Background: an optimization exercise with open tools, aiming at small area, a short achievable clock period and few clock cycles per item. Do not read the settings as production practice.
Where RTL was checked, it was by simulation tests only, not by an equivalence proof against the original.
Function not checked in run 1: the RTL went through the layout flow alone.
No activity file was given, so power comes from the tool's default toggle rates.

==> flow/design.v <==
`timescale 1ns / 1ps
module input_buffer #(
    parameter N = 15
)(
    input              i_clk,
    input      [7:0]   i_mem_pixel,
    output reg [N*8-1:0] o_taps
);
    always @(posedge i_clk) begin
        o_taps <= {o_taps[(N-1)*8-1:0], i_mem_pixel};
    end
endmodule
`timescale 1ns / 1ps
module image_filter #(
    parameter H = 6
)(
    input                i_clk,
    input                i_nrst,
    input                i_start,          
    input      [1:0]     i_filter_type,    
    input                i_valid,
    input      [(2*H+3)*8-1:0] i_taps,
    output reg           o_wstb,
    output reg           o_wstb_int,       
    output reg           o_wstb_next,      
    output reg [7:0]     o_filtered_pixel
);
    reg ident, sharp, edged, blur;
    always @(posedge i_clk) begin
        if (i_start) begin
            ident <= (i_filter_type == 2'd0);
            sharp <= (i_filter_type == 2'd1);
            edged <= (i_filter_type == 2'd2);
            blur  <= (i_filter_type == 2'd3);
        end
    end
    wire [7:0] p00 = i_taps[(2*H+2)*8 +: 8];
    wire [7:0] p01 = i_taps[(  H+2)*8 +: 8];
    wire [7:0] p02 = i_taps[(    2)*8 +: 8];
    wire [7:0] p10 = i_taps[(2*H+1)*8 +: 8];
    wire [7:0] p11 = i_taps[(  H+1)*8 +: 8];
    wire [7:0] p12 = i_taps[(    1)*8 +: 8];
    wire [7:0] p20 = i_taps[(2*H  )*8 +: 8];
    wire [7:0] p21 = i_taps[(  H  )*8 +: 8];
    wire [7:0] p22 = i_taps[(    0)*8 +: 8];
    reg  [9:0]  x1, d1;
    wire [12:0] s2;
    wire [7:0]  c1 = ident ? i_taps[1*8 +: 8] : i_taps[(H+2)*8 +: 8];
    wire [12:0] opa = blur  ? {2'b0, c1, 3'b111} :
                      edged ? {2'b0, c1, 3'b010} :
                      sharp ? {3'b0, c1, 2'b01}  : {5'b0, c1};
    wire [12:0] opb = blur  ? {2'b0, x1, 1'b0} :
                      ident ? 13'd0 : ~{3'b0, x1};
    wire [12:0] ope = blur  ? {3'b0, d1} :
                      edged ? ~{3'b0, d1} :
                      sharp ? {5'b0, c1} : 13'd0;
    wire [12:0] css = opa ^ opb ^ ope;
    wire [12:0] csc = {(opa[11:0] & opb[11:0]) | (opa[11:0] & ope[11:0]) | (opb[11:0] & ope[11:0]), blur};
    assign s2 = css + csc;
    reg  [7:0]  clamped;
    always @(*) begin
        if (blur)
            clamped = s2[12] ? 8'hff : s2[11:4];
        else if (s2[12])
            clamped = 8'h00;
        else if (|s2[11:8])
            clamped = 8'hff;
        else
            clamped = s2[7:0];
    end
    always @(posedge i_clk) begin
        x1 <= p01 + p10 + p12 + p21;
        d1 <= p00 + p02 + p20 + p22;
        o_filtered_pixel <= clamped;
    end
    always @(posedge i_clk or negedge i_nrst) begin
        if (!i_nrst) begin
            o_wstb_next <= 1'b0;
            o_wstb      <= 1'b0;
        end else begin
            o_wstb_next <= i_valid;
            o_wstb      <= o_wstb_next;
        end
    end
    always @(posedge i_clk) begin
        o_wstb_int <= o_wstb_next;
    end
endmodule
`timescale 1ns / 1ps
module gpu_arithmetic #(
    parameter PIXEL_WIDTH           = 8,
    parameter H                     = 6
)(
    input                      i_clk,
    input                      i_nrst,
    input   [PIXEL_WIDTH-1:0]  i_mem_pixel,
    input                      i_start,
    input   [1:0]              i_filter_type,
    input                      i_valid,
    output                     o_wstb,
    output                     o_wstb_int,
    output                     o_wstb_next,
    output  [PIXEL_WIDTH-1:0]  o_filtered_pixel
);
    localparam N = 2*H + 3;                  
    wire [N*8-1:0] taps;
    input_buffer #(
        .N                  (N                  )
    ) i_input_buffer (
        .i_clk              (i_clk              ),
        .i_mem_pixel        (i_mem_pixel        ),
        .o_taps             (taps               )
    );
    image_filter #(
        .H                  (H                  )
    ) i_image_filter (
        .i_clk              (i_clk              ),
        .i_nrst             (i_nrst             ),
        .i_start            (i_start            ),
        .i_filter_type      (i_filter_type      ),
        .i_valid            (i_valid            ),
        .i_taps             (taps               ),
        .o_wstb             (o_wstb             ),
        .o_wstb_int         (o_wstb_int         ),
        .o_wstb_next        (o_wstb_next        ),
        .o_filtered_pixel   (o_filtered_pixel   )
    );
endmodule
`timescale 1ns / 1ps
module gpu_controller #(
    parameter ZP_IMAGE_WIDTH        = 34,
    parameter ZP_IMAGE_HEIGHT       = 34,
    parameter H                     = 6
)(
    input               i_clk,
    input               i_nrst,
    input               i_start_pulse,
    input      [1:0]    i_filter_type,
    output     [17:0]   o_mem_addr,
    output reg          o_win_valid,
    input               i_wstb_int,      
    input               i_wstb_next,     
    output reg          o_finish_pulse,
    output     [17:0]   o_filtered_addr
);
    localparam W    = ZP_IMAGE_WIDTH;
    localparam OW   = ZP_IMAGE_WIDTH - 2;
    localparam OH   = ZP_IMAGE_HEIGHT - 2;
    localparam R    = H - 2;                 
    localparam NS   = OH / R;                
    localparam KB   = 3;
    localparam XB   = 6;
    localparam SB   = 3;
    localparam JB   = 2;
    localparam CB   = 5;
    localparam AB   = 11;
    localparam NB   = SB + CB + JB;          
    reg            running;
    reg  [KB-1:0]  k;
    reg  [XB-1:0]  x;
    reg  [SB-1:0]  s;
    reg  [AB-1:0]  addr;
    reg  [NB-1:0]  cnt;
    reg            not_ident;        
    wire [NB-1:0]  cnt_next = cnt + i_wstb_int;
    wire ident   = !not_ident;
    wire k_end   = (k == H-1);
    wire x_end   = (x == W-1);
    wire s_end   = (s == NS-1);
    wire [KB-1:0] k_first = ident ? 2 : 0;
    wire [XB-1:0] x_first = ident ? 2 : 0;
    wire          start_ident = (i_filter_type == 2'd0);
    localparam [AB-1:0] STEP_ROW   = W;
    localparam [AB-1:0] STEP_COL_N = 1 - (H-1)*W;
    localparam [AB-1:0] STEP_COL_I = 1 - (R-1)*W;
    localparam [AB-1:0] STEP_STR_N = -W - (W-1);
    localparam [AB-1:0] STEP_STR_I = W - (OW-1);
    reg [AB-1:0] step;
    always @(*) begin
        if (!k_end)      step = STEP_ROW;
        else if (!x_end) step = ident ? STEP_COL_I : STEP_COL_N;
        else             step = ident ? STEP_STR_I : STEP_STR_N;
    end
    assign o_mem_addr      = {{(18-AB){1'b0}}, addr};
    assign o_filtered_addr = {{(18-NB){1'b0}}, cnt[NB-1 -: SB], cnt[JB-1:0], cnt[JB +: CB]};
    always @(posedge i_clk or negedge i_nrst) begin
        if (!i_nrst) begin
            running        <= 1'b0;
            o_win_valid    <= 1'b0;
            o_finish_pulse <= 1'b0;
        end else begin
            if (i_start_pulse)
                running    <= 1'b1;
            else if (k_end && x_end && s_end)
                running    <= 1'b0;
            o_win_valid    <= running && (k >= 2 && x >= 2);
            o_finish_pulse <= i_wstb_next && (&cnt_next);
        end
    end
    always @(posedge i_clk) begin
        if (i_start_pulse) begin
            not_ident <= (i_filter_type != 2'd0);
            k      <= start_ident ? 2 : 0;
            x      <= start_ident ? 2 : 0;
            s      <= 0;
            addr   <= start_ident ? W + 1 : 0;
            cnt    <= 0;
        end else begin
            addr <= addr + step;
            if (!k_end) begin
                k <= k + 1'b1;
            end else begin
                k <= k_first;
                if (!x_end) begin
                    x <= x + 1'b1;
                end else begin
                    x <= x_first;
                    s <= s + 1'b1;
                end
            end
            cnt <= cnt_next;
        end
    end
endmodule
`timescale 1ns / 1ps
module mini_gpu #(
    parameter PIXEL_WIDTH           = 8,
    parameter ADDR_WIDTH            = 18,
    parameter FILTER_WIDTH          = 2,
    parameter ARRAY_WIDTH           = 4,
    parameter ZP_IMAGE_WIDTH        = 34,
    parameter ZP_IMAGE_HEIGHT       = 34
)(
    input                      i_clk,
    input                      i_nrst,
    input   [PIXEL_WIDTH-1:0]  i_mem_pixel,
    output  [ADDR_WIDTH-1 :0]  o_mem_addr,
    input                      i_start_pulse,
    input   [FILTER_WIDTH-1:0] i_filter_type,
    output                     o_finish_pulse,
    output                     o_filtered_wstb,
    output  [ADDR_WIDTH-1 :0]  o_filtered_addr,
    output  [PIXEL_WIDTH-1:0]  o_filtered_pixel
);
    localparam H = 6;                        
    wire       win_valid;
    wire       wstb_int;
    wire       wstb_next;
    wire       last_write;
    wire [PIXEL_WIDTH-1:0] pixel;
    gpu_controller #(
        .ZP_IMAGE_WIDTH     (ZP_IMAGE_WIDTH     ),
        .ZP_IMAGE_HEIGHT    (ZP_IMAGE_HEIGHT    ),
        .H                  (H                  )
    ) i_gpu_controller (
        .i_clk              (i_clk              ),
        .i_nrst             (i_nrst             ),
        .i_start_pulse      (i_start_pulse      ),
        .i_filter_type      (i_filter_type      ),
        .o_mem_addr         (o_mem_addr         ),
        .o_win_valid        (win_valid          ),
        .i_wstb_int         (wstb_int           ),
        .i_wstb_next        (wstb_next          ),
        .o_finish_pulse     (o_finish_pulse     ),
        .o_filtered_addr    (o_filtered_addr    )
    );
    gpu_arithmetic #(
        .PIXEL_WIDTH        (PIXEL_WIDTH        ),
        .H                  (H                  )
    ) i_gpu_arithmetic (
        .i_clk              (i_clk              ),
        .i_nrst             (i_nrst             ),
        .i_mem_pixel        (i_mem_pixel        ),
        .i_start            (i_start_pulse      ),
        .i_filter_type      (i_filter_type      ),
        .i_valid            (win_valid          ),
        .o_wstb             (o_filtered_wstb    ),
        .o_wstb_int         (wstb_int           ),
        .o_wstb_next        (wstb_next          ),
        .o_filtered_pixel   (o_filtered_pixel   )
    );
endmodule
==> flow/flow/run.sh <==
#!/bin/bash
# Standard layout, with plain buffers on the ports, a lighter clock tree, and
# stronger cells on the output paths (flow/pre_dpl.tcl, before detailed
# placement).
set -euo pipefail
bash standard.sh \
  "BUFFER_PORTS_ARGS=-buffer_cell sky130_fd_sc_hd__buf_1" \
  "CTS_ARGS=-sink_clustering_enable -repair_clock_nets -dont_use_dummy_load -buf_list sky130_fd_sc_hd__clkbuf_8 -root_buf sky130_fd_sc_hd__clkbuf_16 -sink_clustering_size 16 -sink_clustering_max_diameter 150" \
  "PRE_DETAIL_PLACE_TCL=$PWD/flow/pre_dpl.tcl" \
  SKIP_REPAIR_TIE_FANOUT=1 \
  finish > standard.log 2>&1
==> flow/flow/pre_dpl.tcl <==
# Before detailed placement: give the output ports stronger port buffers and
# stronger flip-flops to drive them (same cells, higher drive strength).
set up {
  sky130_fd_sc_hd__buf_1   sky130_fd_sc_hd__buf_2
  sky130_fd_sc_hd__dfxtp_1 sky130_fd_sc_hd__dfxtp_2
  sky130_fd_sc_hd__dfrtp_1 sky130_fd_sc_hd__dfrtp_2
}
proc driver_of {net} {
  foreach pin [get_pins -quiet -of_objects $net] {
    if {[get_property $pin direction] == "output"} { return [get_cells -of_objects $pin] }
  }
  return ""
}
set n 0
foreach port [get_ports *] {
  if {[get_property $port direction] != "output"} continue
  set buf [driver_of [get_nets [get_full_name $port]]]
  if {$buf == ""} continue
  set ref [get_property $buf ref_name]
  if {![dict exists $up $ref]} continue
  replace_cell [get_full_name $buf] [dict get $up $ref]
  incr n
  set ff [driver_of [get_nets -of_objects [get_pins [get_full_name $buf]/A]]]
  if {$ff == ""} continue
  set fref [get_property $ff ref_name]
  if {[dict exists $up $fref]} {
    replace_cell [get_full_name $ff] [dict get $up $fref]
    incr n
  }
}
puts "pre_dpl: resized $n cells"
==> flow/standard.sh <==
#!/bin/bash
# synth_recipe.tcl (not shown) runs the flow's synth.tcl, then flattens the netlist and writes it again
# the make line also repeats each setting of config.mk as NAME=value (left out here)
make -C /OpenROAD-flow-scripts/flow DESIGN_CONFIG=/design/flow/config.mk WORK_HOME=/design/flow/orfs CLKGATE_MAP_FILE= SYNTH_SCRIPT=/design/flow/synth_recipe.tcl "${@:-finish}"
==> flow/config.mk <==
export PLATFORM = sky130hd
export DESIGN_NAME = mini_gpu
export DESIGN_NICKNAME = mini_gpu
export VERILOG_FILES = /design/flow/design.v
export SDC_FILE = /design/flow/constraint.sdc
export NUM_CORES = 4
export LEC_CHECK = 0
export CAP_MARGIN = 20
export CORE_MARGIN = 2
export CORE_UTILIZATION = 50
export SLEW_MARGIN = 20
==> flow/constraint.sdc <==
create_clock -name core_clock -period 20.0 [get_ports {i_clk}]
set_input_delay 4.0000 -clock core_clock [delete_from_list [all_inputs] [get_ports {i_clk}]]
set_output_delay 4.0000 -clock core_clock [all_outputs]
set_load 0.01 [all_outputs]
==> report_table.html, run 1 <==
<table>
<tr><th>Metric</th><th>Value</th></tr>
<tr><th colspan="2">Power</th></tr>
<tr><td>Clock group share of total power</td><td>17.2%</td></tr>
<tr><td>Switching share of power</td><td>between 30% and 40%</td></tr>
<tr><td>Maximum resistive drop on vdd</td><td>0.0552 mV</td></tr>
<tr><td>Areal power density over the cells</td><td>128 nW/um^2</td></tr>
<tr><td>Part of the power in registers</td><td>a little over two fifths</td></tr>
<tr><td>LEAKAGE</td><td>3.71 nW</td></tr>
<tr><td>P_sw</td><td>0.385 mW</td></tr>
<tr><td>Total power consumption of the routed design</td><td>1.10 mW</td></tr>
<tr><td>Internal power summed over all cells</td><td>0.712 mW</td></tr>
<tr><td>Part of the total power dissipated in combinational logic</td><td>~41%</td></tr>
<tr><th colspan="2">Global route</th></tr>
<tr><td>Via count of the first global-routing pass</td><td>4809</td></tr>
<tr><td>GR Overflow Total</td><td>0</td></tr>
<tr><td>Total global-route track usage</td><td>16.8%</td></tr>
<tr><td>Maximum number of pins on one net before global-route repair</td><td>40</td></tr>
<tr><td>Number of antenna violations at the first check in global routing</td><td>0</td></tr>
<tr><td>First-pass GRT wire length</td><td>22.2 mm</td></tr>
<tr><th colspan="2">Cells and area</th></tr>
<tr><td>Ratio of cells with drive above 1 in the final layout</td><td>about an eighth</td></tr>
<tr><td>Ant. Diodes</td><td>0</td></tr>
<tr><td>Top library cells by usage in the layout, fill and taps aside</td><td>sky130_fd_sc_hd__dfxtp_1 (147), sky130_fd_sc_hd__nor2_1 (59), sky130_fd_sc_hd__ha_1 (54)</td></tr>
<tr><td>Growth of design area from synthesis to finish</td><td>7.63%</td></tr>
<tr><td>Fill cell count</td><td>1392</td></tr>
<tr><td>Most common cell after layout, fill and taps aside</td><td>sky130_fd_sc_hd__dfxtp_1</td></tr>
<tr><td>Storage cell area</td><td>4020 sq um</td></tr>
<tr><td>Final design area excluding fillers</td><td>8570 sq um</td></tr>
<tr><td>Footprint of the multi-input gates</td><td>3650 sq um</td></tr>
<tr><td>Number of nets in the finished design</td><td>between 800 and 900</td></tr>
<tr><th colspan="2">Synth</th></tr>
<tr><td>Post-synth EDFFs</td><td>11</td></tr>
<tr><td>Library cells used by synthesis</td><td>53</td></tr>
<tr><td>Synthesized Nets</td><td>817</td></tr>
<tr><td>Sequential area share after synthesis</td><td>49.9%</td></tr>
<tr><td>Combined area of all synthesized cells</td><td>between 7000 and 8000 sq um</td></tr>
<tr><td>Share of the synthesized netlist area taken by xor and xnor gates</td><td>~4.6%</td></tr>
<tr><td>Synth Flop Type</td><td>sky130_fd_sc_hd__dfxtp_1</td></tr>
<tr><td>Mux cell area share after synthesis</td><td>2.45%</td></tr>
<tr><td>Number of warnings issued by yosys</td><td>3</td></tr>
<tr><td>FF+latch count, synth</td><td>192</td></tr>
<tr><td>Post-synthesis share of cell area spent on and, or, nand and nor gates</td><td>8.58%</td></tr>
<tr><td>Largest family of logic cells by synthesized area</td><td>adder cells</td></tr>
<tr><td>Cells after Synth</td><td>slightly above 700</td></tr>
<tr><td>Complex-gate fraction of the synthesized area</td><td>10.3%</td></tr>
<tr><td>Post-synthesis async set-or-reset flop share</td><td>2.60%</td></tr>
<tr><td>Avg Inst Size Synth</td><td>11.3 sq um</td></tr>
<tr><td>Post-Synth Adder-Cell Area</td><td>19.8%</td></tr>
<tr><th colspan="2">Routing</th></tr>
<tr><td>Count of routing violations after the opening detailed-route iteration</td><td>248</td></tr>
<tr><td>Pre-antenna DRT Iters</td><td>4</td></tr>
<tr><td>DRC violations left</td><td>0</td></tr>
<tr><td>Via total after detailed routing</td><td>4763</td></tr>
<tr><td>Post-route antenna net violation count</td><td>0</td></tr>
<tr><td>Via count normalized by instance count</td><td>4.98</td></tr>
<tr><td>WL/cell</td><td>~14 microns</td></tr>
<tr><td>Routed wire length</td><td>approximately 13 mm</td></tr>
<tr><th colspan="2">CTS</th></tr>
<tr><td>Resized Gates After CTS</td><td>0</td></tr>
<tr><td>Clock latency on the worst-skew pair</td><td>400 ps</td></tr>
<tr><td>Root buffer cell</td><td>sky130_fd_sc_hd__clkbuf_16</td></tr>
<tr><td>CTS HTree Levels</td><td>4</td></tr>
<tr><td>TritonCTS Buffers</td><td>17</td></tr>
<tr><td>Hold_buf cts</td><td>0</td></tr>
<tr><td>TritonCTS clock tree</td><td>done</td></tr>
<tr><td>Number of post-CTS setup repair buffers</td><td>0</td></tr>
<tr><td>Clock Tree Buf Depth</td><td>2</td></tr>
<tr><td>Clock sink count</td><td>192</td></tr>
<tr><td>Clock transition time at the flip-flop clock pins of the worst setup and hold paths</td><td>between 100 and 150 ps</td></tr>
<tr><th colspan="2">Run status</th></tr>
<tr><td>Result of the run</td><td>no timing/DRC/antenna violations</td></tr>
<tr><th colspan="2">Placement</th></tr>
<tr><td>Worst slack after detailed placement</td><td>14840 ps</td></tr>
<tr><td>Cell area after placement</td><td>8330 sq um</td></tr>
<tr><td>GP Congestion</td><td>~0.78</td></tr>
<tr><td>Buffers on Ports</td><td>43</td></tr>
<tr><td>Half-perimeter wire length of the detailed placement result</td><td>10.0 mm</td></tr>
<tr><th colspan="2">Worst setup path</th></tr>
<tr><td>Worst path bufs/invs</td><td>1</td></tr>
<tr><td>Critical-path cell list</td><td>buf_2</td></tr>
<tr><td>Type of origin of the critical path</td><td>flop</td></tr>
<tr><td>Largest driver fanout on the critical path</td><td>1</td></tr>
<tr><td>Data arrival time at the worst-slack endpoint</td><td>920 ps</td></tr>
<tr><td>Slowest library cell on the worst path</td><td>sky130_fd_sc_hd__dfrtp_2</td></tr>
<tr><td>Launch point of the worst path</td><td>i_gpu_controller.o_finish_pulse</td></tr>
<tr><td>Kind of cell adding the most delay to the critical path</td><td>flip-flops</td></tr>
<tr><td>Endpoint kind of the worst setup timing path</td><td>output pin</td></tr>
<tr><td>Startpoint of the worst register-to-register path</td><td>i_gpu_arithmetic.i_image_filter.ident</td></tr>
<tr><td>Longest individual stage delay on the worst path</td><td>400 ps</td></tr>
<tr><td>CP Class</td><td>reg -&gt; out</td></tr>
<tr><td>Worst endpoint required time</td><td>16000 ps</td></tr>
<tr><th colspan="2">STA</th></tr>
<tr><td>Setup Skew</td><td>52.5 ps</td></tr>
<tr><td>Sum of negative setup slack</td><td>0 ps</td></tr>
<tr><td>Final worst setup slack</td><td>15080 ps</td></tr>
<tr><td>Final Hold Vio Count</td><td>0</td></tr>
<tr><td>Fmax achieved</td><td>203 MHz</td></tr>
<tr><td>Unrepaired setup endpoints after global routing</td><td>no</td></tr>
<tr><td>Relative slew slack</td><td>40.9%</td></tr>
<tr><td>Slew @ Worst Pin</td><td>a little under 900 ps</td></tr>
<tr><td>Max Transition Viols Final</td><td>0</td></tr>
<tr><td>Period utilization</td><td>24.6%</td></tr>
<tr><td>Crit path time final</td><td>roughly 5000 ps</td></tr>
<tr><td>Setup violation total in the final timing report</td><td>0</td></tr>
<tr><th colspan="2">Job</th></tr>
<tr><td>Max capacitance violation total</td><td>0</td></tr>
<tr><th colspan="2">Die</th></tr>
<tr><td>Site Rows</td><td>46</td></tr>
<tr><td>Starting density of the core</td><td>roughly half</td></tr>
<tr><td>Number of top-level design ports</td><td>between 50 and 60</td></tr>
<tr><td>Die Footprint</td><td>17000 sq um</td></tr>
<tr><td>DIE HEIGHT</td><td>approximately 130 microns</td></tr>
<tr><td>DIE WIDTH</td><td>130 microns</td></tr>
<tr><td>Area inside the core boundary</td><td>15700 sq um</td></tr>
<tr><th colspan="2">Worst hold path</th></tr>
<tr><td>Kind of path behind the tightest hold check</td><td>reg -&gt; reg</td></tr>
<tr><td>Startpoint of the tightest hold check path</td><td>i_gpu_arithmetic.i_input_buffer.o_taps[31]</td></tr>
</table>
## cell families (layout without fill, tap and decap cells)
kind of cell             count (synthesis)  after routing
flip-flops                             192            192
AND/OR/NAND/NOR                        150            150
AO/OA/AOI/OAI                          127            127
adder cells (fa/ha/maj)                 99             99
buffers and inverters                   75            110
XOR/XNOR                                42             42
multiplexers                            19             19
other                                    1              1
## power groups by stage
stage                     clock [mW]  sequential (mW)  combinational (mW)
after floorplan                    0            0.470               0.353
after global routing           0.212            0.471               0.504
after CTS                      0.198            0.465               0.448
after global placement             0            0.470               0.435
final                          0.188            0.465               0.444
after detailed placement           0            0.473               0.445
## registers in the layout (all words and copies together) (netlist names)
name                                              flops
i_gpu_arithmetic.i_image_filter.blur                  1
i_gpu_arithmetic.i_image_filter.d1                   10
i_gpu_arithmetic.i_image_filter.edged                 1
i_gpu_arithmetic.i_image_filter.ident                 1
i_gpu_arithmetic.i_image_filter.o_filtered_pixel      8
i_gpu_arithmetic.i_image_filter.o_wstb                1
i_gpu_arithmetic.i_image_filter.o_wstb_int            1
i_gpu_arithmetic.i_image_filter.o_wstb_next           1
i_gpu_arithmetic.i_image_filter.sharp                 1
i_gpu_arithmetic.i_image_filter.x1                   10
i_gpu_arithmetic.i_input_buffer.o_taps              120
i_gpu_controller.addr                                11
i_gpu_controller.cnt                                 10
i_gpu_controller.k                                    3
i_gpu_controller.not_ident                            1
i_gpu_controller.o_finish_pulse                       1
i_gpu_controller.o_win_valid                          1
i_gpu_controller.running                              1
i_gpu_controller.s                                    3
i_gpu_controller.x                                    6
## metrics by stage
step	utilization, %	hold WS, ps	cells
after global placement	52.5	310	939
after global routing	54.6	308	956
after detailed placement	53.0	312	939
after floorplan	-	310	705
final	54.6	306	956
after CTS	54.6	306	956
## cell usage after synthesis (2+ instances only)
cell                       instances  area (sq um)
sky130_fd_sc_hd__dfxtp_1         176          3520
sky130_fd_sc_hd__nor2_1           59           221
sky130_fd_sc_hd__ha_1             54           676
sky130_fd_sc_hd__inv_1            47           176
sky130_fd_sc_hd__fa_1             45           901
sky130_fd_sc_hd__nand2_1          40           150
sky130_fd_sc_hd__a21oi_1          35           175
sky130_fd_sc_hd__o21ai_0          31           155
sky130_fd_sc_hd__xnor2_1          26           228
sky130_fd_sc_hd__buf_4            16           120
sky130_fd_sc_hd__xor2_1           16           140
sky130_fd_sc_hd__mux2i_1          15           150
sky130_fd_sc_hd__nand3_1          13          65.1
sky130_fd_sc_hd__a21o_1           11          82.6
sky130_fd_sc_hd__clkbuf_1         11          41.3
sky130_fd_sc_hd__edfxtp_1         11           330
sky130_fd_sc_hd__nor3_1            9          45.0
sky130_fd_sc_hd__nor2b_1           7          43.8
sky130_fd_sc_hd__o22ai_1           7          43.8
sky130_fd_sc_hd__a211oi_1          6          45.0
sky130_fd_sc_hd__a221oi_1          6          52.6
sky130_fd_sc_hd__nand2b_1          6          37.5
sky130_fd_sc_hd__dfrtp_1           5           125
sky130_fd_sc_hd__a21boi_0          4          30.0
sky130_fd_sc_hd__a31oi_1           4          25.0
sky130_fd_sc_hd__mux2_2            4          45.0
sky130_fd_sc_hd__o21ai_1           4          20.0
sky130_fd_sc_hd__o21bai_1          4          30.0
sky130_fd_sc_hd__or3_1             4          25.0
sky130_fd_sc_hd__and3_1            3          18.8
sky130_fd_sc_hd__o21a_1            3          22.5
sky130_fd_sc_hd__nand4_1           2          12.5
## routing by layer
layer / share of wire, % / GRT usage, %
met1: 48 / 22.0
met2: 47 / 27.3
met3: 3.6 / 4.43
met4: 1.1 / 5.31
met5: 0 / 0
## final cells by class
type / instances / share of cell area (%)
Sequential cell: 192 / 46.9
Multi-Input combinational cell: 438 / 42.5
Tap cell: 216 / 3.15
Clock buffer: 17 / 2.86
Timing Repair Buffer: 45 / 2.51
Inverter: 48 / 2.10
## final timing paths
kind / to / slack (ps) / cells past startpoint
worst max-delay path: o_finish_pulse / 15080 / 1
worst min-delay path: i_gpu_arithmetic.i_input_buffer.o_taps[39] / 310 / 0
min in group asynchronous: i_gpu_controller.o_finish_pulse / 3440 / 1
max in group asynchronous: i_gpu_arithmetic.i_image_filter.o_wstb / 16310 / 1
worst min register to register: i_gpu_arithmetic.i_input_buffer.o_taps[39] / 310 / 0
worst max register to register: i_gpu_arithmetic.i_image_filter.o_filtered_pixel[5] / 15640 / 11
==> inputs of run 2 (changes only) <==
--- a/flow/design.v
+++ b/flow/design.v
@@ -20,5 +20,5 @@
     input      [1:0]     i_filter_type,    
     input                i_valid,
-    input      [(2*H+3)*8-1:0] i_taps,
+    input      [(2*H+1)*8-1:0] i_taps,
     output reg           o_wstb,
     output reg           o_wstb_int,       
@@ -35,13 +35,11 @@
         end
     end
-    wire [7:0] p00 = i_taps[(2*H+2)*8 +: 8];
     wire [7:0] p01 = i_taps[(  H+2)*8 +: 8];
-    wire [7:0] p02 = i_taps[(    2)*8 +: 8];
-    wire [7:0] p10 = i_taps[(2*H+1)*8 +: 8];
-    wire [7:0] p11 = i_taps[(  H+1)*8 +: 8];
-    wire [7:0] p12 = i_taps[(    1)*8 +: 8];
     wire [7:0] p20 = i_taps[(2*H  )*8 +: 8];
     wire [7:0] p21 = i_taps[(  H  )*8 +: 8];
     wire [7:0] p22 = i_taps[(    0)*8 +: 8];
+    wire [8:0] q  = p20 + p22;
+    wire [8:0] r  = p01 + p21;
+    reg  [8:0] q1, q2;               
     reg  [9:0]  x1, d1;
     wire [12:0] s2;
@@ -70,6 +68,8 @@
     end
     always @(posedge i_clk) begin
-        x1 <= p01 + p10 + p12 + p21;
-        d1 <= p00 + p02 + p20 + p22;
+        q1 <= q;
+        q2 <= q1;
+        x1 <= r + q1;
+        d1 <= q + q2;
         o_filtered_pixel <= clamped;
     end
@@ -103,5 +103,5 @@
     output  [PIXEL_WIDTH-1:0]  o_filtered_pixel
 );
-    localparam N = 2*H + 3;                  
+    localparam N = 2*H + 1;                  
     wire [N*8-1:0] taps;
     input_buffer #(
--- a/flow/config.mk
+++ b/flow/config.mk
@@ -8,4 +8,4 @@
 export CAP_MARGIN = 20
 export CORE_MARGIN = 2
-export CORE_UTILIZATION = 50
+export CORE_UTILIZATION = 65
 export SLEW_MARGIN = 20
==> run 2 against run 1 <==
  * Die area is 23% lower
  * Worst setup slack worse by 11 ps
  * Largest power group is now combinational logic
  * Still clean
  * First-iteration DRC count is 8.9% higher
  * Fmax is 0.23% lower
==> report_table.html, run 2 <==
<table>
<tr><th>Metric</th><th>Value</th></tr>
<tr><th colspan="2">CTS</th></tr>
<tr><td>Clock Tree Buf Depth</td><td>2 (unchanged)</td></tr>
<tr><td>Clock sink count</td><td>194 (+1.0%)</td></tr>
<tr><td>Number of post-CTS setup repair buffers</td><td>0 (unchanged)</td></tr>
<tr><td>Clock latency on the worst-skew pair</td><td>390 ps (about the same)</td></tr>
<tr><td>Root buffer cell</td><td>sky130_fd_sc_hd__clkbuf_16</td></tr>
<tr><td>TritonCTS Buffers</td><td>17 (unchanged)</td></tr>
<tr><td>CTS HTree Levels</td><td>4 (unchanged)</td></tr>
<tr><td>TritonCTS clock tree</td><td>done</td></tr>
<tr><td>Hold_buf cts</td><td>0 (unchanged)</td></tr>
<tr><td>Clock transition time at the flip-flop clock pins of the worst setup and hold paths</td><td>90 ps (-30 ps)</td></tr>
<tr><td>Resized Gates After CTS</td><td>0 (unchanged)</td></tr>
<tr><th colspan="2">Synth</th></tr>
<tr><td>Synthesized Nets</td><td>816 (-0.12%)</td></tr>
<tr><td>FF+latch count, synth</td><td>194 (+1.0%)</td></tr>
<tr><td>Cells after Synth</td><td>718 (+1.8%)</td></tr>
<tr><td>Avg Inst Size Synth</td><td>11.0 sq um (-2.8%)</td></tr>
<tr><td>Post-synthesis async set-or-reset flop share</td><td>2.58% (-0.027 points)</td></tr>
<tr><td>Library cells used by synthesis</td><td>61 (+15%)</td></tr>
<tr><td>Combined area of all synthesized cells</td><td>7890 sq um (-0.99%)</td></tr>
<tr><td>Most instantiated cells after synthesis</td><td>sky130_fd_sc_hd__dfxtp_1 (178), sky130_fd_sc_hd__ha_1 (61), sky130_fd_sc_hd__nor2_1 (56)</td></tr>
<tr><td>Synth area leaders</td><td>sky130_fd_sc_hd__dfxtp_1 (45%), sky130_fd_sc_hd__ha_1 (9.7%), sky130_fd_sc_hd__fa_1 (6.1%)</td></tr>
<tr><td>Cell with the most instances after synthesis</td><td>sky130_fd_sc_hd__dfxtp_1</td></tr>
<tr><td>Fraction of synthesized cell area taken by the top area cell type</td><td>45.2% (+0.95 points)</td></tr>
<tr><td>Number of warnings issued by yosys</td><td>3 (unchanged)</td></tr>
<tr><td>Leading area contributor after synthesis</td><td>sky130_fd_sc_hd__dfxtp_1</td></tr>
<tr><td>Synth Flop Type</td><td>sky130_fd_sc_hd__dfxtp_1</td></tr>
<tr><td>Sequential area share after synthesis</td><td>51.0% (+1.0 points)</td></tr>
<tr><td>Post-synth EDFFs</td><td>11 (unchanged)</td></tr>
<tr><th colspan="2">Routing</th></tr>
<tr><td>Via count normalized by instance count</td><td>5.46 (+9.5%)</td></tr>
<tr><td>WL/cell</td><td>15.2 microns (+9.5%)</td></tr>
<tr><td>Routed wire length</td><td>13.6 mm (+2.8%)</td></tr>
<tr><td>Post-route antenna net violation count</td><td>0 (unchanged)</td></tr>
<tr><td>Via total after detailed routing</td><td>4899 (+2.9%)</td></tr>
<tr><td>DRC violations left</td><td>0 (unchanged)</td></tr>
<tr><td>Pre-antenna DRT Iters</td><td>6 (+2)</td></tr>
<tr><td>Count of routing violations after the opening detailed-route iteration</td><td>270 (+8.9%)</td></tr>
<tr><th colspan="2">Run status</th></tr>
<tr><td>Result of the run</td><td>no timing/DRC/antenna violations</td></tr>
<tr><th colspan="2">Power</th></tr>
<tr><td>Maximum resistive drop on vdd</td><td>0.0905 mV (+64%)</td></tr>
<tr><td>LEAKAGE</td><td>3.71 nW (about the same)</td></tr>
<tr><td>Areal power density over the cells</td><td>138 nW/um^2 (+7.7%)</td></tr>
<tr><th colspan="2">Worst setup path</th></tr>
<tr><td>CP Class</td><td>reg -&gt; out</td></tr>
<tr><td>Worst path bufs/invs</td><td>1 (unchanged)</td></tr>
<tr><td>Kind of cell adding the most delay to the critical path</td><td>flip-flops</td></tr>
<tr><td>Endpoint kind of the worst setup timing path</td><td>output pin</td></tr>
<tr><td>Largest driver fanout on the critical path</td><td>7 (+6)</td></tr>
<tr><td>Type of origin of the critical path</td><td>flop</td></tr>
<tr><td>Longest individual stage delay on the worst path</td><td>400 ps (about the same)</td></tr>
<tr><td>Slowest library cell on the worst path</td><td>sky130_fd_sc_hd__dfxtp_2</td></tr>
<tr><td>Critical-path cell list</td><td>buf_2</td></tr>
<tr><td>Data arrival time at the worst-slack endpoint</td><td>930 ps (about the same)</td></tr>
<tr><td>Worst endpoint required time</td><td>16000 ps (about the same)</td></tr>
<tr><th colspan="2">Global route</th></tr>
<tr><td>Total global-route track usage</td><td>22.3% (+5.5 points)</td></tr>
<tr><td>First-pass GRT wire length</td><td>22.8 mm (+2.5%)</td></tr>
<tr><td>Via count of the first global-routing pass</td><td>4896 (+1.8%)</td></tr>
<tr><td>GR Overflow Total</td><td>0 (unchanged)</td></tr>
<tr><td>Maximum number of pins on one net before global-route repair</td><td>40 (unchanged)</td></tr>
<tr><td>Number of antenna violations at the first check in global routing</td><td>0 (unchanged)</td></tr>
<tr><th colspan="2">Die</th></tr>
<tr><td>Area inside the core boundary</td><td>11900 sq um (-24%)</td></tr>
<tr><td>DIE HEIGHT</td><td>114 microns (-12%)</td></tr>
<tr><td>Die Footprint</td><td>13000 sq um (-23%)</td></tr>
<tr><td>Site Rows</td><td>40 (-13%)</td></tr>
<tr><td>DIE WIDTH</td><td>114 microns (-12%)</td></tr>
<tr><td>Starting density of the core</td><td>66.2% (+16 points)</td></tr>
<tr><td>Number of top-level design ports</td><td>59 (unchanged)</td></tr>
<tr><th colspan="2">STA</th></tr>
<tr><td>Setup violation total in the final timing report</td><td>0 (unchanged)</td></tr>
<tr><td>Fmax achieved</td><td>203 MHz (-0.23%)</td></tr>
<tr><td>Crit path time final</td><td>4930 ps (+11.1 ps)</td></tr>
<tr><td>Slew @ Worst Pin</td><td>792 ps (-91.8 ps)</td></tr>
<tr><td>Sum of negative setup slack</td><td>0 ps (unchanged)</td></tr>
<tr><td>Final Hold Vio Count</td><td>0 (unchanged)</td></tr>
<tr><td>Unrepaired setup endpoints after global routing</td><td>no</td></tr>
<tr><td>Relative slew slack</td><td>47.0% (+6.1 points)</td></tr>
<tr><td>Setup Skew</td><td>40.9 ps (-11.6 ps)</td></tr>
<tr><td>Max Transition Viols Final</td><td>0 (unchanged)</td></tr>
<tr><td>Period utilization</td><td>24.6% (+0.056 points)</td></tr>
<tr><th colspan="2">Cells and area</th></tr>
<tr><td>Register with the most flip-flops</td><td>i_gpu_arithmetic.i_input_buffer.o_taps</td></tr>
<tr><td>Regs by FF count</td><td>i_gpu_arithmetic.i_input_buffer.o_taps (104), i_gpu_controller.addr (11)</td></tr>
<tr><td>Final Core Density</td><td>70.5% (+16 points)</td></tr>
<tr><td>Ratio of cells with drive above 1 in the final layout</td><td>14.1% (+1.1 points)</td></tr>
<tr><td>Largest register FFs</td><td>104 (-13%)</td></tr>
<tr><td>Ant. Diodes</td><td>0 (unchanged)</td></tr>
<tr><td>Number of nets in the finished design</td><td>851 (-0.35%)</td></tr>
<tr><td>Non-filler cells, final</td><td>898 (-6.1%)</td></tr>
<tr><td>Most common cell after layout, fill and taps aside</td><td>sky130_fd_sc_hd__dfxtp_1</td></tr>
<tr><td>Growth of design area from synthesis to finish</td><td>6.47%</td></tr>
<tr><td>Top library cells by usage in the layout, fill and taps aside</td><td>sky130_fd_sc_hd__dfxtp_1 (149), sky130_fd_sc_hd__ha_1 (61), sky130_fd_sc_hd__nor2_1 (56)</td></tr>
<tr><th colspan="2">Job</th></tr>
<tr><td>Max capacitance violation total</td><td>0 (unchanged)</td></tr>
<tr><th colspan="2">Placement</th></tr>
<tr><td>Post-placement cell count</td><td>881 (-6.2%)</td></tr>
<tr><td>Half-perimeter wire length of the detailed placement result</td><td>10.2 mm (+1.7%)</td></tr>
<tr><td>Buffers on Ports</td><td>43 (unchanged)</td></tr>
<tr><td>GP Congestion</td><td>0.781 (-0.19%)</td></tr>
<tr><th colspan="2">Worst hold path</th></tr>
<tr><td>Kind of path behind the tightest hold check</td><td>reg -&gt; reg</td></tr>
</table>
[run 2: cell type report]
cell class / instances / area [sq um]
sequential: 194 / 4060
clock buffer: 17 / 245
tap: 147 / 184
multi-input combinational: 447 / 3520
inverter: 48 / 180
fill: 904 / 3510
timing repair buffer: 45 / 215
[run 2: kinds of logic (layout without fill, tap and decap cells)]
family / Yosys count / count (layout) / synth area share (%)
AO/OA/AOI/OAI: 138 / 138 / 11.6
XOR/XNOR: 49 / 49 / 5.44
adder cells (fa/ha/maj): 85 / 85 / 15.8
buffers and inverters: 77 / 110 / 4.47
flip-flops: 194 / 194 / 51.0
multiplexers: 19 / 19 / 2.49
other: 1 / 1 / 0.0475
AND/OR/NAND/NOR: 155 / 155 / 9.26
[run 2: power breakdown]
part           internal [mW]  total [mW]  switching [mW]
clock network         0.0807       0.192           0.112
registers              0.449       0.477          0.0285
logic                  0.202       0.488           0.286
[run 2: final timing paths]
path | from | endpoint | slack [ps] | cells after the start
setup / recovery | i_gpu_controller.cnt[3] | o_filtered_addr[1] | 15070 | 1
hold / removal | i_gpu_arithmetic.i_input_buffer.o_taps[90] | i_gpu_arithmetic.i_input_buffer.o_taps[98] | 310 | 0
setup reg to reg | i_gpu_arithmetic.i_image_filter.ident | i_gpu_arithmetic.i_image_filter.o_filtered_pixel[0] | 15650 | 12
hold reg to reg | i_gpu_arithmetic.i_input_buffer.o_taps[90] | i_gpu_arithmetic.i_input_buffer.o_taps[98] | 310 | 0
max in group asynchronous | i_nrst | i_gpu_controller.o_finish_pulse | 16310 | 1
min in group asynchronous | i_nrst | i_gpu_controller.o_win_valid | 3450 | 1
[run 2: metrics by stage]
stage                     setup WS (ps)  area (sq um)  hold WS, ps  total power [mW]
after floorplan                   15180          7890          310             0.864
after global placement            14860          8080          310             0.953
after detailed placement          14820          8150          312             0.971
after CTS                         15060          8400          309              1.16
after global routing              15030          8400          319              1.24
final                             15070          8400          312              1.16
[run 2: routing by layer]
layer / GRT usage (%) / share of wire [%]
met1: 29.2 / 47
met2: 36.5 / 48
met3: 5.45 / 3.5
met4: 7.64 / 1.5
met5: 0 / 0
Testbench counts of run 2, summed over its fixed seeds: cycles 35,616, frames 24.
==> inputs of run 3 (changes only) <==
--- a/flow/config.mk
+++ b/flow/config.mk
@@ -8,4 +8,4 @@
 export CAP_MARGIN = 20
 export CORE_MARGIN = 2
-export CORE_UTILIZATION = 65
+export CORE_UTILIZATION = 50
 export SLEW_MARGIN = 20
==> run 3 against run 2 <==
  * Via count decreased by 1.1%
  * Fmax decreased by 0.21%
  * Wire length shrank 3.0%
==> report_table.html, run 3 <==
<table>
<tr><th>Metric</th><th>Value</th></tr>
<tr><th colspan="2">Power</th></tr>
<tr><td>Total power consumption of the routed design</td><td>1.15 mW (-0.74%)</td></tr>
<tr><td>Areal power density over the cells</td><td>136 nW/um^2 (-1.7%)</td></tr>
<tr><td>Maximum resistive drop on vdd</td><td>0.0639 mV (-29%)</td></tr>
<tr><td>LEAKAGE</td><td>3.71 nW (unchanged)</td></tr>
<tr><th colspan="2">CTS</th></tr>
<tr><td>TritonCTS clock tree</td><td>done</td></tr>
<tr><td>CTS HTree Levels</td><td>4 (unchanged)</td></tr>
<tr><td>Number of post-CTS setup repair buffers</td><td>0 (unchanged)</td></tr>
<tr><td>Hold_buf cts</td><td>0 (unchanged)</td></tr>
<tr><td>Root buffer cell</td><td>sky130_fd_sc_hd__clkbuf_16</td></tr>
<tr><td>Clock Tree Buf Depth</td><td>2 (unchanged)</td></tr>
<tr><td>TritonCTS Buffers</td><td>17 (unchanged)</td></tr>
<tr><td>Resized Gates After CTS</td><td>0 (unchanged)</td></tr>
<tr><td>Clock transition time at the flip-flop clock pins of the worst setup and hold paths</td><td>90 ps (about the same)</td></tr>
<tr><td>Clock sink count</td><td>194 (unchanged)</td></tr>
<tr><td>Clock latency on the worst-skew pair</td><td>380 ps (about the same)</td></tr>
<tr><th colspan="2">Job</th></tr>
<tr><td>Max capacitance violation total</td><td>0 (unchanged)</td></tr>
<tr><th colspan="2">Synth</th></tr>
<tr><td>Avg Inst Size Synth</td><td>11.0 sq um (unchanged)</td></tr>
<tr><td>FF+latch count, synth</td><td>194 (unchanged)</td></tr>
<tr><td>Sequential area share after synthesis</td><td>51.0% (unchanged)</td></tr>
<tr><td>Fraction of synthesized cell area taken by the top area cell type</td><td>45.2% (unchanged)</td></tr>
<tr><td>Combined area of all synthesized cells</td><td>7890 sq um (unchanged)</td></tr>
<tr><td>Synth area leaders</td><td>sky130_fd_sc_hd__dfxtp_1 (45%), sky130_fd_sc_hd__ha_1 (9.7%), sky130_fd_sc_hd__fa_1 (6.1%)</td></tr>
<tr><td>Number of warnings issued by yosys</td><td>3 (unchanged)</td></tr>
<tr><td>Synth Flop Type</td><td>sky130_fd_sc_hd__dfxtp_1</td></tr>
<tr><td>Cells after Synth</td><td>718 (unchanged)</td></tr>
<tr><td>Leading area contributor after synthesis</td><td>sky130_fd_sc_hd__dfxtp_1</td></tr>
<tr><td>Cell with the most instances after synthesis</td><td>sky130_fd_sc_hd__dfxtp_1</td></tr>
<tr><td>Post-synth EDFFs</td><td>11 (unchanged)</td></tr>
<tr><td>Post-synthesis async set-or-reset flop share</td><td>2.58% (unchanged)</td></tr>
<tr><td>Synthesized Nets</td><td>816 (unchanged)</td></tr>
<tr><td>Library cells used by synthesis</td><td>61 (unchanged)</td></tr>
<tr><td>Most instantiated cells after synthesis</td><td>sky130_fd_sc_hd__dfxtp_1 (178), sky130_fd_sc_hd__ha_1 (61), sky130_fd_sc_hd__nor2_1 (56)</td></tr>
<tr><th colspan="2">STA</th></tr>
<tr><td>Setup violation total in the final timing report</td><td>0 (unchanged)</td></tr>
<tr><td>Relative slew slack</td><td>41.5% (-5.5 points)</td></tr>
<tr><td>Fmax achieved</td><td>203 MHz (-0.21%)</td></tr>
<tr><td>Unrepaired setup endpoints after global routing</td><td>no</td></tr>
<tr><td>Max Transition Viols Final</td><td>0 (unchanged)</td></tr>
<tr><td>Final Hold Vio Count</td><td>0 (unchanged)</td></tr>
<tr><td>Setup Skew</td><td>33.2 ps (-7.72 ps)</td></tr>
<tr><td>Slew @ Worst Pin</td><td>874 ps (+82.2 ps)</td></tr>
<tr><td>Sum of negative setup slack</td><td>0 ps (unchanged)</td></tr>
<tr><td>Crit path time final</td><td>4940 ps (+10.3 ps)</td></tr>
<tr><td>Period utilization</td><td>24.7% (+0.051 points)</td></tr>
<tr><th colspan="2">Worst setup path</th></tr>
<tr><td>Critical-path cell list</td><td>buf_2</td></tr>
<tr><td>CP Class</td><td>reg -&gt; out</td></tr>
<tr><td>Type of origin of the critical path</td><td>flop</td></tr>
<tr><td>Largest driver fanout on the critical path</td><td>7 (unchanged)</td></tr>
<tr><td>Worst path bufs/invs</td><td>1 (unchanged)</td></tr>
<tr><td>Slowest library cell on the worst path</td><td>sky130_fd_sc_hd__dfxtp_2</td></tr>
<tr><td>Endpoint kind of the worst setup timing path</td><td>output pin</td></tr>
<tr><td>Longest individual stage delay on the worst path</td><td>410 ps (about the same)</td></tr>
<tr><td>Kind of cell adding the most delay to the critical path</td><td>flip-flops</td></tr>
<tr><td>Register-to-Register Setup Slack</td><td>15500 ps (-150 ps)</td></tr>
<tr><td>Worst endpoint required time</td><td>16000 ps (about the same)</td></tr>
<tr><td>Data arrival time at the worst-slack endpoint</td><td>940 ps (about the same)</td></tr>
<tr><th colspan="2">Cells and area</th></tr>
<tr><td>Register with the most flip-flops</td><td>i_gpu_arithmetic.i_input_buffer.o_taps</td></tr>
<tr><td>Storage cell area</td><td>4060 sq um (unchanged)</td></tr>
<tr><td>Footprint of the multi-input gates</td><td>3520 sq um (unchanged)</td></tr>
<tr><td>Fill cell count</td><td>1359 (+50%)</td></tr>
<tr><td>Regs by FF count</td><td>i_gpu_arithmetic.i_input_buffer.o_taps (104), i_gpu_controller.addr (11)</td></tr>
<tr><td>Non-filler cells, final</td><td>962 (+7.1%)</td></tr>
<tr><td>Growth of design area from synthesis to finish</td><td>7.49%</td></tr>
<tr><td>Ratio of cells with drive above 1 in the final layout</td><td>14.1% (unchanged)</td></tr>
<tr><td>Number of nets in the finished design</td><td>851 (unchanged)</td></tr>
<tr><td>Top library cells by usage in the layout, fill and taps aside</td><td>sky130_fd_sc_hd__dfxtp_1 (149), sky130_fd_sc_hd__ha_1 (61), sky130_fd_sc_hd__nor2_1 (56)</td></tr>
<tr><td>Most common cell after layout, fill and taps aside</td><td>sky130_fd_sc_hd__dfxtp_1</td></tr>
<tr><td>Largest register FFs</td><td>104 (unchanged)</td></tr>
<tr><td>Final design area excluding fillers</td><td>8480 sq um (+0.95%)</td></tr>
<tr><td>Ant. Diodes</td><td>0 (unchanged)</td></tr>
<tr><th colspan="2">Placement</th></tr>
<tr><td>Buffers on Ports</td><td>43 (unchanged)</td></tr>
<tr><td>GP Congestion</td><td>0.770 (-1.3%)</td></tr>
<tr><td>Half-perimeter wire length of the detailed placement result</td><td>9.86 mm (-3.4%)</td></tr>
<tr><td>Post-placement cell count</td><td>945 (+7.3%)</td></tr>
<tr><td>Cell area after placement</td><td>8230 sq um (+0.98%)</td></tr>
<tr><th colspan="2">Routing</th></tr>
<tr><td>WL/cell</td><td>13.7 microns (-9.5%)</td></tr>
<tr><td>Pre-antenna DRT Iters</td><td>5 (-1)</td></tr>
<tr><td>Count of routing violations after the opening detailed-route iteration</td><td>244 (-9.6%)</td></tr>
<tr><td>Via count normalized by instance count</td><td>5.04 (-7.6%)</td></tr>
<tr><td>Routed wire length</td><td>13.2 mm (-3.0%)</td></tr>
<tr><td>Via total after detailed routing</td><td>4847 (-1.1%)</td></tr>
<tr><td>Post-route antenna net violation count</td><td>0 (unchanged)</td></tr>
<tr><td>DRC violations left</td><td>0 (unchanged)</td></tr>
<tr><th colspan="2">Global route</th></tr>
<tr><td>Total global-route track usage</td><td>16.8% (-5.5 points)</td></tr>
<tr><td>Via count of the first global-routing pass</td><td>4716 (-3.7%)</td></tr>
<tr><td>Maximum number of pins on one net before global-route repair</td><td>40 (unchanged)</td></tr>
<tr><td>First-pass GRT wire length</td><td>22.4 mm (-1.6%)</td></tr>
<tr><td>GR Overflow Total</td><td>0 (unchanged)</td></tr>
<tr><td>Number of antenna violations at the first check in global routing</td><td>0 (unchanged)</td></tr>
<tr><th colspan="2">Die</th></tr>
<tr><td>Die Footprint</td><td>16800 sq um (+29%)</td></tr>
<tr><td>Starting density of the core</td><td>51.5% (-15 points)</td></tr>
<tr><td>Site Rows</td><td>45 (+13%)</td></tr>
<tr><td>DIE HEIGHT</td><td>130 microns (+14%)</td></tr>
<tr><td>Number of top-level design ports</td><td>59 (unchanged)</td></tr>
<tr><td>DIE WIDTH</td><td>130 microns (+14%)</td></tr>
<tr><td>Area inside the core boundary</td><td>15300 sq um (+29%)</td></tr>
<tr><th colspan="2">Worst hold path</th></tr>
<tr><td>Kind of path behind the tightest hold check</td><td>reg -&gt; reg</td></tr>
<tr><th colspan="2">Run status</th></tr>
<tr><td>Result of the run</td><td>no timing/DRC/antenna violations</td></tr>
</table>
## run 3: cell counts after synthesis
Identical to the previous run, type by type.
## run 3: cell type report
cell class	count	share of cell area, %
flip-flops and latches	194	47.9
well taps	211	3.11
repair buffers	45	2.54
inverters	48	2.13
multi-input cells	447	41.5
clock buffers	17	2.89
## run 3: report_power, final
part | switching, mW | internal, mW
logic | 0.280 | 0.202
registers | 0.0275 | 0.449
clock network | 0.111 | 0.0807
total | 0.418 | 0.732
## run 3: cells by family after synthesis
| family | Yosys count | share of synthesized area (%) |
|---|---|---|
| other | 1 | 0.0475 |
| buffers and inverters | 77 | 4.47 |
| xor gates and xnor gates | 49 | 5.44 |
| DFF | 194 | 51.0 |
| AOI/OAI and AO/OA | 138 | 11.6 |
| muxes | 19 | 2.49 |
| adders and majority gates | 85 | 15.8 |
| and+or+nand+nor | 155 | 9.26 |
## run 3: final timing paths
kind	cells after the start	end	start
setup reg to reg	12	i_gpu_arithmetic.i_image_filter.o_filtered_pixel[0]	i_gpu_arithmetic.i_image_filter.ident
setup / recovery	1	o_filtered_addr[1]	i_gpu_controller.cnt[3]
min in group asynchronous	1	i_gpu_controller.running	i_nrst
max in group asynchronous	1	i_gpu_arithmetic.i_image_filter.o_wstb	i_nrst
hold reg to reg	0	i_gpu_arithmetic.i_input_buffer.o_taps[35]	i_gpu_arithmetic.i_input_buffer.o_taps[27]
hold / removal	0	i_gpu_arithmetic.i_input_buffer.o_taps[35]	i_gpu_arithmetic.i_input_buffer.o_taps[27]
## run 3: metrics by stage
stage,hold WS (ps),setup slack (ps),utilization [%]
6_report,303,15060,55.4
5_1_grt,315,15000,55.4
4_1_cts,309,15040,55.4
3_5_place_dp,312,14790,53.8
3_3_place_gp,310,14840,53.3
2_1_floorplan,310,15180,-
## run 3: routing by layer
layer / vias up / track usage, % / part of all wire [%]
met5: - / 0 / 0
met4: 0 / 5.19 / 1.0
met3: 9 / 4.13 / 3.4
met2: 83 / 25.8 / 45
met1: 2275 / 23.6 / 51
li1: 2480 / - / -
==> inputs of run 4 (changes only) <==
==> flow/flow/run.sh (replaced) <==
#!/bin/bash
# Standard layout, with plain buffers on the ports, a lighter clock tree, and
# stronger cells on the output paths (flow/pre_dpl.tcl, before detailed
# placement).
set -euo pipefail
bash standard.sh \
  "BUFFER_PORTS_ARGS=-buffer_cell sky130_fd_sc_hd__buf_1" \
  "CTS_ARGS=-sink_clustering_enable -repair_clock_nets -dont_use_dummy_load -buf_list sky130_fd_sc_hd__clkbuf_8 -root_buf sky130_fd_sc_hd__clkbuf_16 -sink_clustering_size 18 -sink_clustering_max_diameter 150" \
  "PRE_DETAIL_PLACE_TCL=$PWD/flow/pre_dpl.tcl" \
  SKIP_REPAIR_TIE_FANOUT=1 \
  finish > standard.log 2>&1
==> run 4 against run 3 <==
  * Sequential cell count unchanged
  * Power unchanged
  * Still clean
  * Sequential share of layout area unchanged
  * Combinational power about the same
  * Critical path depth unchanged
  * Non-clock buffer count unchanged
==> report_table.html, run 4 <==
<table>
<tr><th>Metric</th><th>Value</th></tr>
<tr><th colspan="2">STA</th></tr>
<tr><td>Final worst setup slack</td><td>15060 ps (unchanged)</td></tr>
<tr><td>Fmax achieved</td><td>203 MHz (unchanged)</td></tr>
<tr><td>Max Transition Viols Final</td><td>0 (unchanged)</td></tr>
<tr><td>Relative slew slack</td><td>41.5% (unchanged)</td></tr>
<tr><td>Crit path time final</td><td>4940 ps (unchanged)</td></tr>
<tr><td>Final Hold Vio Count</td><td>0 (unchanged)</td></tr>
<tr><td>Smallest hold slack</td><td>303 ps (unchanged)</td></tr>
<tr><td>Unrepaired setup endpoints after global routing</td><td>no</td></tr>
<tr><td>Setup Skew</td><td>33.2 ps (unchanged)</td></tr>
<tr><td>Setup violation total in the final timing report</td><td>0 (unchanged)</td></tr>
<tr><td>Slew @ Worst Pin</td><td>874 ps (unchanged)</td></tr>
<tr><td>Period utilization</td><td>24.7% (unchanged)</td></tr>
<tr><td>Sum of negative setup slack</td><td>0 ps (unchanged)</td></tr>
<tr><th colspan="2">Placement</th></tr>
<tr><td>Cell area after placement</td><td>8230 sq um (unchanged)</td></tr>
<tr><td>Worst slack after detailed placement</td><td>14790 ps (unchanged)</td></tr>
<tr><td>Half-perimeter wire length of the detailed placement result</td><td>9.86 mm (unchanged)</td></tr>
<tr><td>Post-placement cell count</td><td>945 (unchanged)</td></tr>
<tr><td>Buffers on Ports</td><td>43 (unchanged)</td></tr>
<tr><td>GP Congestion</td><td>0.770 (unchanged)</td></tr>
<tr><th colspan="2">CTS</th></tr>
<tr><td>Root buffer cell</td><td>sky130_fd_sc_hd__clkbuf_16</td></tr>
<tr><td>Hold_buf cts</td><td>0 (unchanged)</td></tr>
<tr><td>Clock Tree Buf Depth</td><td>2 (unchanged)</td></tr>
<tr><td>TritonCTS Buffers</td><td>17 (unchanged)</td></tr>
<tr><td>Resized Gates After CTS</td><td>0 (unchanged)</td></tr>
<tr><td>TritonCTS clock tree</td><td>done</td></tr>
<tr><td>Clock transition time at the flip-flop clock pins of the worst setup and hold paths</td><td>90 ps (about the same)</td></tr>
<tr><td>Number of post-CTS setup repair buffers</td><td>0 (unchanged)</td></tr>
<tr><td>Clock sink count</td><td>194 (unchanged)</td></tr>
<tr><td>Clock latency on the worst-skew pair</td><td>380 ps (about the same)</td></tr>
<tr><td>CTS HTree Levels</td><td>4 (unchanged)</td></tr>
<tr><th colspan="2">Routing</th></tr>
<tr><td>Pre-antenna DRT Iters</td><td>5 (unchanged)</td></tr>
<tr><td>Via total after detailed routing</td><td>4847 (unchanged)</td></tr>
<tr><td>Routed wire length</td><td>13.2 mm (unchanged)</td></tr>
<tr><td>DRC violations left</td><td>0 (unchanged)</td></tr>
<tr><td>Via count normalized by instance count</td><td>5.04 (unchanged)</td></tr>
<tr><td>Count of routing violations after the opening detailed-route iteration</td><td>244 (unchanged)</td></tr>
<tr><td>WL/cell</td><td>13.7 microns (unchanged)</td></tr>
<tr><td>Post-route antenna net violation count</td><td>0 (unchanged)</td></tr>
<tr><th colspan="2">Job</th></tr>
<tr><td>Max capacitance violation total</td><td>0 (unchanged)</td></tr>
<tr><th colspan="2">Cells and area</th></tr>
<tr><td>Footprint of the multi-input gates</td><td>3520 sq um (unchanged)</td></tr>
<tr><td>Fill cell count</td><td>1359 (unchanged)</td></tr>
<tr><td>Register with the most flip-flops</td><td>i_gpu_arithmetic.i_input_buffer.o_taps</td></tr>
<tr><td>Top library cells by usage in the layout, fill and taps aside</td><td>sky130_fd_sc_hd__dfxtp_1 (149), sky130_fd_sc_hd__ha_1 (61), sky130_fd_sc_hd__nor2_1 (56)</td></tr>
<tr><td>Most common cell after layout, fill and taps aside</td><td>sky130_fd_sc_hd__dfxtp_1</td></tr>
<tr><td>Ratio of cells with drive above 1 in the final layout</td><td>14.1% (unchanged)</td></tr>
<tr><td>Final Core Density</td><td>55.4% (unchanged)</td></tr>
<tr><td>Regs by FF count</td><td>i_gpu_arithmetic.i_input_buffer.o_taps (104), i_gpu_controller.addr (11)</td></tr>
<tr><td>Storage cell area</td><td>4060 sq um (unchanged)</td></tr>
<tr><td>Final design area excluding fillers</td><td>8480 sq um (unchanged)</td></tr>
<tr><td>Non-filler cells, final</td><td>962 (unchanged)</td></tr>
<tr><td>Ant. Diodes</td><td>0 (unchanged)</td></tr>
<tr><td>Growth of design area from synthesis to finish</td><td>7.49% (unchanged)</td></tr>
<tr><td>Largest register FFs</td><td>104 (unchanged)</td></tr>
<tr><td>Number of nets in the finished design</td><td>851 (unchanged)</td></tr>
<tr><th colspan="2">Die</th></tr>
<tr><td>Area inside the core boundary</td><td>15300 sq um (unchanged)</td></tr>
<tr><td>DIE WIDTH</td><td>130 microns (unchanged)</td></tr>
<tr><td>DIE HEIGHT</td><td>130 microns (unchanged)</td></tr>
<tr><td>Starting density of the core</td><td>51.5% (unchanged)</td></tr>
<tr><td>Die Footprint</td><td>16800 sq um (unchanged)</td></tr>
<tr><td>Site Rows</td><td>45 (unchanged)</td></tr>
<tr><td>Number of top-level design ports</td><td>59 (unchanged)</td></tr>
<tr><th colspan="2">Global route</th></tr>
<tr><td>Maximum number of pins on one net before global-route repair</td><td>40 (unchanged)</td></tr>
<tr><td>Total global-route track usage</td><td>16.8% (unchanged)</td></tr>
<tr><td>First-pass GRT wire length</td><td>22.4 mm (unchanged)</td></tr>
<tr><td>Via count of the first global-routing pass</td><td>4716 (unchanged)</td></tr>
<tr><td>Number of antenna violations at the first check in global routing</td><td>0 (unchanged)</td></tr>
<tr><td>GR Overflow Total</td><td>0 (unchanged)</td></tr>
<tr><th colspan="2">Worst setup path</th></tr>
<tr><td>Kind of cell adding the most delay to the critical path</td><td>flip-flops</td></tr>
<tr><td>Worst path bufs/invs</td><td>1 (unchanged)</td></tr>
<tr><td>Longest individual stage delay on the worst path</td><td>410 ps (about the same)</td></tr>
<tr><td>Launch point of the worst path</td><td>i_gpu_controller.cnt[3]</td></tr>
<tr><td>Worst reg-to-reg path cell count</td><td>12 (unchanged)</td></tr>
<tr><td>Data arrival time at the worst-slack endpoint</td><td>940 ps (about the same)</td></tr>
<tr><td>Endpoint kind of the worst setup timing path</td><td>output pin</td></tr>
<tr><td>Register-to-Register Setup Slack</td><td>15500 ps (about the same)</td></tr>
<tr><td>Worst endpoint required time</td><td>16000 ps (about the same)</td></tr>
<tr><td>CP Class</td><td>reg -&gt; out</td></tr>
<tr><td>Largest driver fanout on the critical path</td><td>7 (unchanged)</td></tr>
<tr><td>Critical Path End</td><td>o_filtered_addr[1]</td></tr>
<tr><td>Startpoint of the worst register-to-register path</td><td>i_gpu_arithmetic.i_image_filter.ident</td></tr>
<tr><td>Levels on crit path</td><td>1 (unchanged)</td></tr>
<tr><td>Slowest library cell on the worst path</td><td>sky130_fd_sc_hd__dfxtp_2</td></tr>
<tr><td>Type of origin of the critical path</td><td>flop</td></tr>
<tr><td>End of the worst register-to-register path</td><td>i_gpu_arithmetic.i_image_filter.o_filtered_pixel[0]</td></tr>
<tr><td>Critical-path cell list</td><td>buf_2</td></tr>
<tr><th colspan="2">Synth</th></tr>
<tr><td>Most instantiated cells after synthesis</td><td>sky130_fd_sc_hd__dfxtp_1 (178), sky130_fd_sc_hd__ha_1 (61), sky130_fd_sc_hd__nor2_1 (56)</td></tr>
<tr><td>Leading area contributor after synthesis</td><td>sky130_fd_sc_hd__dfxtp_1</td></tr>
<tr><td>Post-synthesis async set-or-reset flop share</td><td>2.58% (unchanged)</td></tr>
<tr><td>Sequential area share after synthesis</td><td>51.0% (unchanged)</td></tr>
<tr><td>Synth Flop Type</td><td>sky130_fd_sc_hd__dfxtp_1</td></tr>
<tr><td>Cells after Synth</td><td>718 (unchanged)</td></tr>
<tr><td>Fraction of synthesized cell area taken by the top area cell type</td><td>45.2% (unchanged)</td></tr>
<tr><td>Library cells used by synthesis</td><td>61 (unchanged)</td></tr>
<tr><td>Number of warnings issued by yosys</td><td>3 (unchanged)</td></tr>
<tr><td>Post-synth EDFFs</td><td>11 (unchanged)</td></tr>
<tr><td>Cell with the most instances after synthesis</td><td>sky130_fd_sc_hd__dfxtp_1</td></tr>
<tr><td>Synthesized Nets</td><td>816 (unchanged)</td></tr>
<tr><td>Combined area of all synthesized cells</td><td>7890 sq um (unchanged)</td></tr>
<tr><td>Avg Inst Size Synth</td><td>11.0 sq um (unchanged)</td></tr>
<tr><td>Synth area leaders</td><td>sky130_fd_sc_hd__dfxtp_1 (45%), sky130_fd_sc_hd__ha_1 (9.7%), sky130_fd_sc_hd__fa_1 (6.1%)</td></tr>
<tr><td>FF+latch count, synth</td><td>194 (unchanged)</td></tr>
<tr><th colspan="2">Power</th></tr>
<tr><td>Areal power density over the cells</td><td>136 nW/um^2 (unchanged)</td></tr>
<tr><td>Maximum resistive drop on vdd</td><td>0.0639 mV (unchanged)</td></tr>
<tr><td>LEAKAGE</td><td>3.71 nW (unchanged)</td></tr>
<tr><td>Total power consumption of the routed design</td><td>1.15 mW (unchanged)</td></tr>
<tr><th colspan="2">Worst hold path</th></tr>
<tr><td>Kind of path behind the tightest hold check</td><td>reg -&gt; reg</td></tr>
<tr><th colspan="2">Run status</th></tr>
<tr><td>Result of the run</td><td>no timing/DRC/antenna violations</td></tr>
</table>
-- run 4: cell counts after synthesis --
No cell type changed its count.
-- run 4: cell type report --
class                   count  share of cell area, %
flip-flops and latches    194                   47.9
multi-input cells         447                   41.5
well taps                 211                   3.11
clock buffers              17                   2.89
repair buffers             45                   2.54
inverters                  48                   2.13
-- run 4: kinds of logic (layout without fill, tap and decap cells) --
| kind of cell | count (synthesis) | in the layout | synth area share [%] |
|---|---|---|---|
| flip-flops | 194 | 194 | 51.0 |
| XOR/XNOR | 49 | 49 | 5.44 |
| buffers and inverters | 77 | 110 | 4.47 |
| multiplexers | 19 | 19 | 2.49 |
| adder cells (fa/ha/maj) | 85 | 85 | 15.8 |
| AO/OA/AOI/OAI | 138 | 138 | 11.6 |
| AND/OR/NAND/NOR | 155 | 155 | 9.26 |
| other | 1 | 1 | 0.0475 |
-- run 4: worst min-delay path by stage --
stage	start	to	slack, ps	cells past startpoint
after floorplan	i_gpu_arithmetic.i_input_buffer.o_taps[92]	i_gpu_arithmetic.i_input_buffer.o_taps[100]	310	0
after global placement	i_gpu_arithmetic.i_input_buffer.o_taps[44]	i_gpu_arithmetic.i_input_buffer.o_taps[52]	310	0
after detailed placement	i_gpu_arithmetic.i_input_buffer.o_taps[94]	i_gpu_arithmetic.i_input_buffer.o_taps[102]	310	0
after CTS	i_gpu_arithmetic.i_input_buffer.o_taps[27]	i_gpu_arithmetic.i_input_buffer.o_taps[35]	310	0
after global routing	i_gpu_arithmetic.i_input_buffer.o_taps[27]	i_gpu_arithmetic.i_input_buffer.o_taps[35]	320	0
final	i_gpu_arithmetic.i_input_buffer.o_taps[27]	i_gpu_arithmetic.i_input_buffer.o_taps[35]	300	0
-- run 4: metal layers --
| metal | global-route usage [%] | part of all wire, % |
|---|---|---|
| met2 | 25.8 | 45 |
| met4 | 5.19 | 1.0 |
| met1 | 23.6 | 51 |
| met5 | 0 | 0 |
| met3 | 4.13 | 3.4 |
-- run 4: where the power goes --
group | switching, mW | internal, mW
registers | 0.0275 | 0.449
clock network | 0.111 | 0.0807
logic | 0.280 | 0.202
total | 0.418 | 0.732

re-timing with driven ports:
In the flow no input, the clock included, has a driving cell. The finished layouts below were timed again as built, in two steps.
Step 1, drivers: a clkbuf_16 drives i_clk and a buf_2 each remaining input, both assumed.
Step 2, shift: input delay + t, output delay - t, t = (earliest + latest rising clock arrival at the registers) / 2. This alone moves slack from input paths to output paths.
Three values: ideal, step 1, step 2; two values: the first two.
| run | t, ns | setup slack, ns | latest minus earliest clock arrival (ns) |
|---|---|---|---|
| run 1 | 0.411 | 15.084 / 15.041 / 14.834 | 0.063 / 0.063 |
| run 2 | 0.407 | 15.073 / 15.033 / 14.796 | 0.042 / 0.042 |
| run 3 | 0.401 | 15.063 / 15.022 / 14.750 | 0.034 / 0.034 |
| run 4 | 0.401 | 15.063 / 15.022 / 14.750 | 0.034 / 0.034 |
After both steps setup and hold are still met in every run listed.
